This design comes from an exercise in tuning for small area and a short achievable clock period on the open sky130 flow, not from production work. The RTL was checked by simulation tests, not by an equivalence proof against the original design. Power and IR drop assume default switching activity.

Setup of nickel:
==> flow/design.v (excerpt) <==
module mult_top(
    input clk,
    input  [15:0] x,
    input  [15:0] y,
    output reg [31:0] p_out
    );
==> module mult_top, before the edit <==
module mult_top(
    input clk,
    input  [15:0] x,
    input  [15:0] y,
    output reg [31:0] p_out
    );
    wire [36:0] cs;
    wire [12:0] oa;
    wire [11:0] pl;
    lobo_pre pre(.x(x), .y(y), .cs(cs), .oa(oa), .pl(pl));
    reg [36:0] C_vec;    
    reg [12:0] A_vec;    
    reg [11:0] L_vec;    
    always @(posedge clk)
    begin
        C_vec <= cs;
        A_vec <= oa;
        L_vec <= pl;
    end
    wire [19:0] P_hi;
    lobo_sum sum(.cs(C_vec), .oa(A_vec), .p(P_hi));
    always @(posedge clk)
        p_out <= {P_hi, L_vec};
endmodule
==> module lobo_sum, before the edit <==
module lobo_sum(
    input  [36:0] cs,
    input  [12:0] oa,
    output [19:0] p             
    );
    wire w74 = cs[1] ^ cs[2] ^ cs[3];
    wire w75 = (cs[1] & cs[2]) | (cs[3] & (cs[1] ^ cs[2]));
    wire w76 = cs[4] ^ cs[5] ^ oa[2];
    wire w77 = (cs[4] & cs[5]) | (oa[2] & (cs[4] ^ cs[5]));
    wire w78 = cs[6] ^ cs[7] ^ oa[3];
    wire w79 = (cs[6] & cs[7]) | (oa[3] & (cs[6] ^ cs[7]));
    wire w80 = cs[8] ^ cs[9] ^ oa[4];
    wire w81 = (cs[8] & cs[9]) | (oa[4] & (cs[8] ^ cs[9]));
    wire w82 = cs[10] ^ cs[11] ^ oa[5];
    wire w83 = (cs[10] & cs[11]) | (oa[5] & (cs[10] ^ cs[11]));
    wire w84 = cs[12] ^ cs[13] ^ oa[6];
    wire w85 = (cs[12] & cs[13]) | (oa[6] & (cs[12] ^ cs[13]));
    wire w86 = cs[14] ^ cs[15] ^ oa[7];
    wire w87 = (cs[14] & cs[15]) | (oa[7] & (cs[14] ^ cs[15]));
    wire w88 = cs[16] ^ cs[17] ^ oa[8];
    wire w89 = (cs[16] & cs[17]) | (oa[8] & (cs[16] ^ cs[17]));
    wire w90 = cs[18] ^ cs[19] ^ oa[9];
    wire w91 = (cs[18] & cs[19]) | (oa[9] & (cs[18] ^ cs[19]));
    wire w92 = cs[20] ^ cs[21] ^ oa[10];
    wire w93 = (cs[20] & cs[21]) | (oa[10] & (cs[20] ^ cs[21]));
    wire w94 = cs[22] ^ cs[23] ^ oa[11];
    wire w95 = (cs[22] & cs[23]) | (oa[11] & (cs[22] ^ cs[23]));
    wire w96 = cs[24] ^ cs[25] ^ oa[12];
    wire w97 = (cs[24] & cs[25]) | (oa[12] & (cs[24] ^ cs[25]));
    wire w98 = cs[26] ^ cs[27] ^ ~oa[12];
    wire w99 = (cs[26] & cs[27]) | (~oa[12] & (cs[26] ^ cs[27]));
    wire w100 = ~(cs[28] ^ cs[29]);
    wire w101 = cs[28] | cs[29];
    wire w102 = ~(cs[31] ^ cs[32]);
    wire w103 = cs[31] | cs[32];
    wire w104 = cs[33] ^ cs[34];
    wire w105 = cs[33] & cs[34];
    wire w106 = cs[30] ^ w99 ^ w100;
    wire w107 = (cs[30] & w99) | (w100 & (cs[30] ^ w99));
    wire w108 = w101 ^ w102;
    wire w109 = w101 & w102;
    wire w110 = w103 ^ w104;
    wire w111 = w103 & w104;
    wire w112 = ~(cs[35] ^ w105);
    wire w113 = cs[35] | w105;
    wire [19:0] ra = {1'b1, cs[36], w111, w109, w107, w106, w97, w95, w93, w91, w89, w87, w85, w83, w81, w79, w77, w75, oa[1], cs[0]};
    wire [19:0] rb = {1'b0, w113, w112, w110, w108, 1'b0, w98, w96, w94, w92, w90, w88, w86, w84, w82, w80, w78, w76, w74, oa[0]};
    assign p = ra + rb;
endmodule
==> module LOBOq2_12bit_1C_v2, before the edit <==
module LOBOq2_12bit_1C_v2(
    input [15:0] x,
    input [15:0] y,
    output [31:0] p
    );
    wire [36:0] cs;
    wire [12:0] oa;
    lobo_pre pre(.x(x), .y(y), .cs(cs), .oa(oa), .pl(p[11:0]));
    lobo_sum sum(.cs(cs), .oa(oa), .p(p[31:12]));
endmodule
==> flow/config.mk <==
export PLATFORM = sky130hd
export DESIGN_NAME = mult_top
export DESIGN_NICKNAME = mult_top
export VERILOG_FILES = /design/flow/design.v
export SDC_FILE = /design/flow/constraint.sdc
export NUM_CORES = 4
export LEC_CHECK = 0
export ABC_AREA = 1
export CAP_MARGIN = 20
export CORE_MARGIN = 2
export CORE_UTILIZATION = 40
export SETUP_SLACK_MARGIN = 2.7
export SLEW_MARGIN = 20
==> flow/constraint.sdc <==
create_clock -name core_clock -period 5.2 [get_ports {clk}]
set_input_delay 1.0400 -clock core_clock [delete_from_list [all_inputs] [get_ports {clk}]]
set_output_delay 1.0400 -clock core_clock [all_outputs]
set_load 0.01 [all_outputs]
standard.sh (not shown) runs the stock make flow with config.mk's settings and CLKGATE_MAP_FILE= SYNTH_SCRIPT=/design/flow/synth_recipe.tcl, a recipe that flattens the netlist after the stock synthesis.
==> flow/flow/run.sh <==
#!/bin/bash
# Standard layout, with the smallest buffer (buf_1) on every input and output
# port, and a clock tree of clkbuf_8 without dummy loads.
set -euo pipefail
export BUFFER_PORTS_ARGS="-buffer_cell sky130_fd_sc_hd__buf_1"
export CTS_ARGS="-sink_clustering_enable -repair_clock_nets -dont_use_dummy_load -buf_list sky130_fd_sc_hd__clkbuf_8"
bash standard.sh > standard.log 2>&1
diff inputs: nickel => raven
--- a/flow/design.v
+++ b/flow/design.v
@@ -2,8 +2,9 @@
     input clk,
     input  [15:0] x,
     input  [15:0] y,
-    output reg [31:0] p_out
-    );
+    output [31:0] p_out
+    );
+    localparam M = 14;
     wire [36:0] cs;
     wire [12:0] oa;
     wire [11:0] pl;
@@ -17,10 +18,20 @@
         A_vec <= oa;
         L_vec <= pl;
     end
-    wire [19:0] P_hi;
-    lobo_sum sum(.cs(C_vec), .oa(A_vec), .p(P_hi));
+    wire [M:0] lo;
+    wire [19-M:0] hi;
+    lobo_sum sum(.cs(C_vec), .oa(A_vec), .lo(lo), .hi(hi));
+    reg [11+M:0] P_vec;   
+    reg          K_vec;   
+    reg [19-M:0] H_vec;   
     always @(posedge clk)
-        p_out <= {P_hi, L_vec};
+    begin
+        P_vec <= {lo[M-1:0], L_vec};
+        K_vec <= lo[M];
+        H_vec <= hi;
+    end
+    assign p_out[11+M:0] = P_vec;
+    lobo_inc inc(.hi(H_vec), .c(K_vec), .p(p_out[31:12+M]));
 endmodule
 module lobo_pre(
     input  [15:0] x,
@@ -177,7 +188,8 @@
 module lobo_sum(
     input  [36:0] cs,
     input  [12:0] oa,
-    output [19:0] p             
+    output [14:0] lo,           
+    output [5:0] hi            
     );
     wire w74 = cs[1] ^ cs[2] ^ cs[3];
     wire w75 = (cs[1] & cs[2]) | (cs[3] & (cs[1] ^ cs[2]));
@@ -221,7 +233,15 @@
     wire w113 = cs[35] | w105;
     wire [19:0] ra = {1'b1, cs[36], w111, w109, w107, w106, w97, w95, w93, w91, w89, w87, w85, w83, w81, w79, w77, w75, oa[1], cs[0]};
     wire [19:0] rb = {1'b0, w113, w112, w110, w108, 1'b0, w98, w96, w94, w92, w90, w88, w86, w84, w82, w80, w78, w76, w74, oa[0]};
-    assign p = ra + rb;
+    assign lo = {1'b0, ra[13:0]} + {1'b0, rb[13:0]};
+    assign hi = ra[19:14] + rb[19:14];
+endmodule
+module lobo_inc(
+    input  [5:0] hi,
+    input  c,
+    output [5:0] p
+    );
+    assign p = hi + c;
 endmodule
 module LOBOq2_12bit_1C_v2(
     input [15:0] x,
@@ -230,6 +250,10 @@
     );
     wire [36:0] cs;
     wire [12:0] oa;
+    wire [14:0] lo;
+    wire [5:0] hi;
     lobo_pre pre(.x(x), .y(y), .cs(cs), .oa(oa), .pl(p[11:0]));
-    lobo_sum sum(.cs(cs), .oa(oa), .p(p[31:12]));
-endmodule
+    lobo_sum sum(.cs(cs), .oa(oa), .lo(lo), .hi(hi));
+    assign p[25:12] = lo[13:0];
+    lobo_inc inc(.hi(hi), .c(lo[14]), .p(p[31:26]));
+endmodule
==> comparison <==
- Changes observed in raven relative to nickel: clock share of power rose 1.2 points, worst-case vdd ir drop rose about 2.2%, sequential power share rose 3.6 points, initial core utilization rose 0.24 points, adder and majority gate portion of the synthesized area rose 1.4 points.
- Changes observed in raven relative to nickel: post-cts sizing count went up by 1; post-synthesis share of cell area spent on and, or, nand and nor gates moved down; final worst setup slack has increased.
- raven finished all stages; the layout is clean.
- Relative to nickel, the sequential cell count measured on raven has increased slightly.
- Wire length on raven is ahead of nickel.
- On clock-pin slew on the worst setup and hold paths, raven tracks nickel almost exactly.
- Per the comparison of raven with nickel, final area went down, number of placed cells counting well taps went down.

==> afterwards: timing with drivers on the ports <==
In the flow no input, the clock included, has a driving cell. The finished layouts below were timed again as built, in two steps. Step 1: set_driving_cell puts a clkbuf_16 on clk and a buf_2 on each other input, an assumption about the parent block. Step 2 moves the port delays by t, midway between the first and last clock arrival at a register: inputs arrive t later, outputs are due t later. That takes back most of the time a late clock gives input paths. a / b / c = ideal / step 1 / step 2; a / b = the first two.
| run | t, ns | slack for setup (ns) | latest minus earliest clock arrival (ns) |
|---|---|---|---|
| nickel | 0.391 | 2.690 / 2.704 / 2.313 | 0.023 / 0.024 |
| raven | 0.404 | 2.768 / 2.735 / 2.368 | 0.020 / 0.020 |
After both steps every run listed still meets setup and hold. The setup slack of raven, which loses most, moves by -0.033 ns with the drivers and by -0.400 ns with both steps.
